This is an optimization exercise on Yosys and OpenROAD, whose aim is small area, not a production implementation. The RTL was checked by simulation tests, not by an equivalence proof against the original design.

==> flow/design.v (outline; a module is shown in full before it is edited, if it fits) <==
// module Top_FFT: 2054 lines
module Top_FFT #(parameter INTEGER_SIZE = 8, FRACT_SIZE = 8, NFFT = 128) (
    input  wire clk, rst,
    input  wire start_FFT,
    input  wire signed [INTEGER_SIZE+FRACT_SIZE-1:0] serial_in_r, serial_in_i,
    output wire signed [INTEGER_SIZE+FRACT_SIZE-1:0] serial_out_r, serial_out_i,
    output wire end_FFT, data_valid_FFT
);
  // ...
==> flow/run.sh <==
#!/bin/bash
# synth_recipe.tcl (not shown) runs the flow's synth.tcl, then flattens the netlist and writes it again
# the make line also repeats each setting of config.mk as NAME=value (left out here)
make -C /OpenROAD-flow-scripts/flow DESIGN_CONFIG=/design/flow/config.mk WORK_HOME=/design/flow/orfs CLKGATE_MAP_FILE= SYNTH_SCRIPT=/design/flow/synth_recipe.tcl finish
==> flow/config.mk <==
export PLATFORM = sky130hd
export DESIGN_NAME = Top_FFT
export DESIGN_NICKNAME = Top_FFT
export VERILOG_FILES = /design/flow/design.v
export SDC_FILE = /design/flow/constraint.sdc
export NUM_CORES = 4
export LEC_CHECK = 0
export CAP_MARGIN = 20
export CORE_MARGIN = 2
export CORE_UTILIZATION = 60
export CTS_CLUSTER_DIAMETER = 100
export CTS_CLUSTER_SIZE = 25
export PLACE_DENSITY = 0.7
export SLEW_MARGIN = 20
==> flow/constraint.sdc <==
create_clock -name core_clock -period 12.0 [get_ports {clk}]
set_input_delay 2.4000 -clock core_clock [delete_from_list [all_inputs] [get_ports {clk}]]
set_output_delay 2.4000 -clock core_clock [all_outputs]
set_load 0.01 [all_outputs]
==> results.sh, run 1 <==
export IMPL_pre_cts_ws_ns=0.404
export IMPL_hold_path_end="s1_dl[1614]"
export IMPL_layout_setup_ws_ns=0.583
export IMPL_cts_tree="done"
export IMPL_outcome="finished clean"
export IMPL_slew_viol_final=0
export IMPL_clk_latency_ns=0.92
export IMPL_synth_common_cells="dfxtp_1, fa_1, inv_1"
export IMPL_synth_seq_cells=4233
export IMPL_critPathArrivalTime_ns=9.02
export IMPL_fin_cells=13900
export IMPL_met3_usage=0.0389
export IMPL_layout_nets=12100
export IMPL_die_x_um=481
export IMPL_mostFrequentLayoutCells="dfxtp_1, fa_1, inv_1"
export IMPL_hold_viol_final=0
export IMPL_routed_top_layer="met5"
export IMPL_vias=73600
export IMPL_finClkSkew_ns=0.0926
export IMPL_r2r_end="s3_dl[30]"
export IMPL_ctsHoldBuffers=0
export IMPL_cts_root_buf="clkbuf_16"
export IMPL_detail_route_wl_per_cell_um=21.5
export IMPL_synth_area_leaders="dfxtp_1, fa_1, xnor2_1"
export IMPL_reg_largest_list="s1_dl: 2048 flops, s2_dl: 1024 flops, s3_dl: 512 flops"
export IMPL_met2_length_um=141000
export IMPL_cpMostUsedCell="fa_1"
export IMPL_yosys_area_top_type="dfxtp_1"
export IMPL_min_period_ns=11.42
export IMPL_r2r_slack_ns=1.49
export IMPL_multi_input_area_share=0.322
export IMPL_coreArea_um2=227000
export IMPL_dr_wl_met3_um=14300
export IMPL_fill_cells=16800
==> run 2: changes to the inputs <==
--- a/flow/config.mk
+++ b/flow/config.mk
@@ -8,7 +8,7 @@
 export CAP_MARGIN = 20
 export CORE_MARGIN = 2
 export CORE_UTILIZATION = 60
-export CTS_CLUSTER_DIAMETER = 100
-export CTS_CLUSTER_SIZE = 25
+export CTS_CLUSTER_DIAMETER = 80
+export CTS_CLUSTER_SIZE = 30
 export PLACE_DENSITY = 0.7
 export SLEW_MARGIN = 20
==> run 2 against run 1 <==
  * First-iteration DRC count grew 1.6%
  * Area after synthesis did not move
  * Clock skew down 0.013 ns
  * Global-route usage decreased by 0.22 points
  * Still clean
  * Via count barely moved
==> results.sh, run 2 <==
export IMPL_outcome="finished clean"
export IMPL_initial_core_util=0.602
export IMPL_met2_length_um=140000
export IMPL_final_antenna_net_count=0
export IMPL_synthArstFlopShare=0.00213
export IMPL_synth_area_um2=137000
export IMPL_hold_viol_final=0
export IMPL_fin_tns_setup_ns=0
export IMPL_synth_seq_cells=4233
export IMPL_cp_required_ns=9.60
export IMPL_place_congestion=0.932
export IMPL_routedLengthMet1_um=125000
export IMPL_cts_resized=0
export IMPL_regMostFlops="s1_dl"
export IMPL_cts_made_buffers=174
export IMPL_synthToLayoutAreaGrowth_pct=7.58
export IMPL_fill_cells=16800
export IMPL_finClkSkew_ns=0.0796
export IMPL_routed_top_layer="met5"
export IMPL_worstMarginPinSlew_ns=1.20
export IMPL_grt_total_usage=0.260
export IMPL_cap_violations=0
export IMPL_syn_area_per_cell_um2=12.7
export IMPL_finish_utilization=0.648
export IMPL_yosysWarnings=1
export IMPL_synth_cell_types=102
export IMPL_die_area_um2=232000
export IMPL_ys_seq_area_frac=0.620
export IMPL_clk_pin_slew_worst_paths_ns=0.11
export IMPL_layout_nets=12100
export IMPL_drt_pass1_iterations=6
export IMPL_crit_path_end_kind="primary output"
export IMPL_synth_edff_count=0
export IMPL_grt_overflow_total=0
export IMPL_synthFlopType="dfxtp_1"
export IMPL_grt_first_pass_wirelength_um=458000
export IMPL_coreArea_um2=227000
export IMPL_cp_slowest_stage_delay_ns=0.71
export IMPL_fp_dieH_um=481
export IMPL_reg_largest_list="s1_dl: 2048 flops, s2_dl: 1024 flops, s3_dl: 512 flops"
export IMPL_hold_path_class="reg2reg"
export IMPL_fmax_ghz=0.0878
export IMPL_start_kind="register"
export IMPL_die_x_um=481
export IMPL_yosys_area_top_type="dfxtp_1"
export IMPL_period_share=0.950
export IMPL_io_buffers=68
export IMPL_clock_sinks=4233
export IMPL_drtIter0Drc=5155
export IMPL_cts_tree="done"
export IMPL_cts_root_buf="clkbuf_16"
export IMPL_dp_cells=13600
export IMPL_path_cells="and2_1 -> ha_1 -> inv_1 -> fa_1 -> inv_1 -> fa_1 -> fa_1 -> fa_1 -> fa_1 -> fa_1 -> fa_1 -> fa_1 -> fa_1 -> fa_1 -> fa_1 -> fa_1 -> fa_1 -> fa_1 -> xor2_1 -> xnor2_1 -> clkdlybuf4s50_1"
export IMPL_dr_wl_met3_um=14900
export IMPL_largest_register_ffs=2048
export IMPL_vias_per_cell=5.30
export IMPL_crit_buf_inv=3
export IMPL_criticalPathCategory="reg2out"
export IMPL_grt_setup_unrepaired="false"
export IMPL_cp_max_fo=45
export IMPL_yosysTopAreaCellShare=0.618
export IMPL_layout_commonest_cell="dfxtp_1"
export IMPL_mostFrequentLayoutCells="dfxtp_1, fa_1, inv_1"
export IMPL_grt_max_degree=84
export IMPL_fin_cells=13900
export IMPL_rows=175
export IMPL_htree_levels=4
export IMPL_post_cts_buffers=0
export IMPL_synth_common_cells="dfxtp_1, fa_1, inv_1"
export IMPL_critPathArrivalTime_ns=8.99
export IMPL_antenna_found_initial=13
export IMPL_syn_inst=10800
export IMPL_ctsHoldBuffers=0
export IMPL_hpwlAfterDp_um=211000
export IMPL_yosysMostFrequentCell="dfxtp_1"
export IMPL_synth_area_leaders="dfxtp_1, fa_1, xnor2_1"
export IMPL_cts_buffer_depth=3
export IMPL_vias=73500
export IMPL_crit_family="adder cells"
export IMPL_io_pin_count=69
export IMPL_clk_latency_ns=0.91
export IMPL_drc_errors=0
export IMPL_cp_slowest_cell="dfrtp_4"
export IMPL_drive_gt1_frac=0.0589
export IMPL_cpMostUsedCell="fa_1"
export IMPL_setup_violations=0
export IMPL_synth_nets=12000
export IMPL_detail_route_wl_per_cell_um=21.3
export IMPL_relSlewSlack=0.194
export IMPL_slew_viol_final=0
export IMPL_min_period_ns=11.39
export IMPL_wl_um=296000
export IMPL_grt_pass1_vias=77100
-- run 2: through the flow --
step	area (um2)	hold WS, ns	worst slack [ns]
floorplan	137000	0.310	1.21
global placement	142000	0.310	0.531
detailed placement	142000	0.312	0.404
CTS	147000	0.266	0.466
global route	147000	0.269	0.194
finish	147000	0.270	0.606
-- run 2: layout make-up --
| class | instances | area [um2] | share of cell area |
|---|---|---|---|
| Antenna cell | 10 | 25.0 | 0.000170 |
| Clock inverter | 46 | 1030 | 0.00700 |
| Inverter | 855 | 3210 | 0.0218 |
| Tap cell | 3009 | 3760 | 0.0256 |
| Multi-Input combinational cell | 5228 | 47400 | 0.322 |
| Timing Repair Buffer | 309 | 2510 | 0.0171 |
| Sequential cell | 4233 | 84800 | 0.576 |
| Clock buffer | 180 | 4400 | 0.0299 |
-- run 2: cells by family after synthesis --
group,Yosys count,synth area share
DFF,4233,0.620
AOI/OAI and AO/OA,1597,0.0730
and+or+nand+nor,1403,0.0450
buffers and inverters,1307,0.0371
adders and majority gates,1222,0.159
xor gates and xnor gates,848,0.0548
muxes,158,0.0117
-- run 2: final timing paths --
path / slack [ns] / start / endpoint / depth (start not counted)
max in group asynchronous: 9.79 / rst / cnt[0] / 1
setup / recovery: 0.61 / cnt[0] / serial_out_r[15] / 21
setup reg to reg: 1.50 / cnt[0] / s3_dl[30] / 30
hold / removal: 0.27 / s4_dl[140] / s4_dl[172] / 0
hold reg to reg: 0.27 / s4_dl[140] / s4_dl[172] / 0
min in group asynchronous: 1.84 / rst / cnt[8] / 1
-- run 2: routing by layer --
| layer | track usage | vias to the layer above |
|---|---|---|
| li1 | - | 34600 |
| met1 | 0.339 | 36200 |
| met2 | 0.430 | 2120 |
| met3 | 0.0377 | 615 |
| met4 | 0.119 | 6 |
| met5 | 0 | - |
-- run 2: worst reg2reg max path: cells and delay by family (launching register included) --
| kind | cells | cell delay (ns) |
|---|---|---|
| adder cells (fa/ha/maj) | 7 | 3.21 |
| AO/OA/AOI/OAI | 10 | 3.15 |
| AND/OR/NAND/NOR | 4 | 1.36 |
| buffers and inverters | 6 | 1.15 |
| XOR/XNOR | 3 | 0.75 |
| flip-flops | 1 | 0.71 |

## re-timing with driven ports
How much do the figures lean on ideal ports? The routed layouts below were timed once more, with nothing changed but the port constraints.
Step 1 sets driving cells, clkbuf_16 on the clock port and buf_2 on the other inputs (assumed; they add their load-dependent delay and slew).
Step 2 moves the port delays by t, midway between the first and last clock arrival at a register: inputs arrive t later, outputs are due t later. That takes back most of the time a late clock gives input paths.
a / b / c = ideal ports / drivers / drivers and shift; a / b = the first two.
run | t, ns | slack for setup (ns) | slew at the worst register clock pin (ns)
run 1 | 0.968 | 0.583 / 0.488 / 0.201 | 0.10 / 0.10
run 2 | 0.963 | 0.606 / 0.512 / 0.217 | 0.11 / 0.11
After both steps setup and hold are still met in every run listed. For run 2, which loses most, drivers alone change the setup slack by -0.094 ns; drivers and shift together by -0.389 ns.
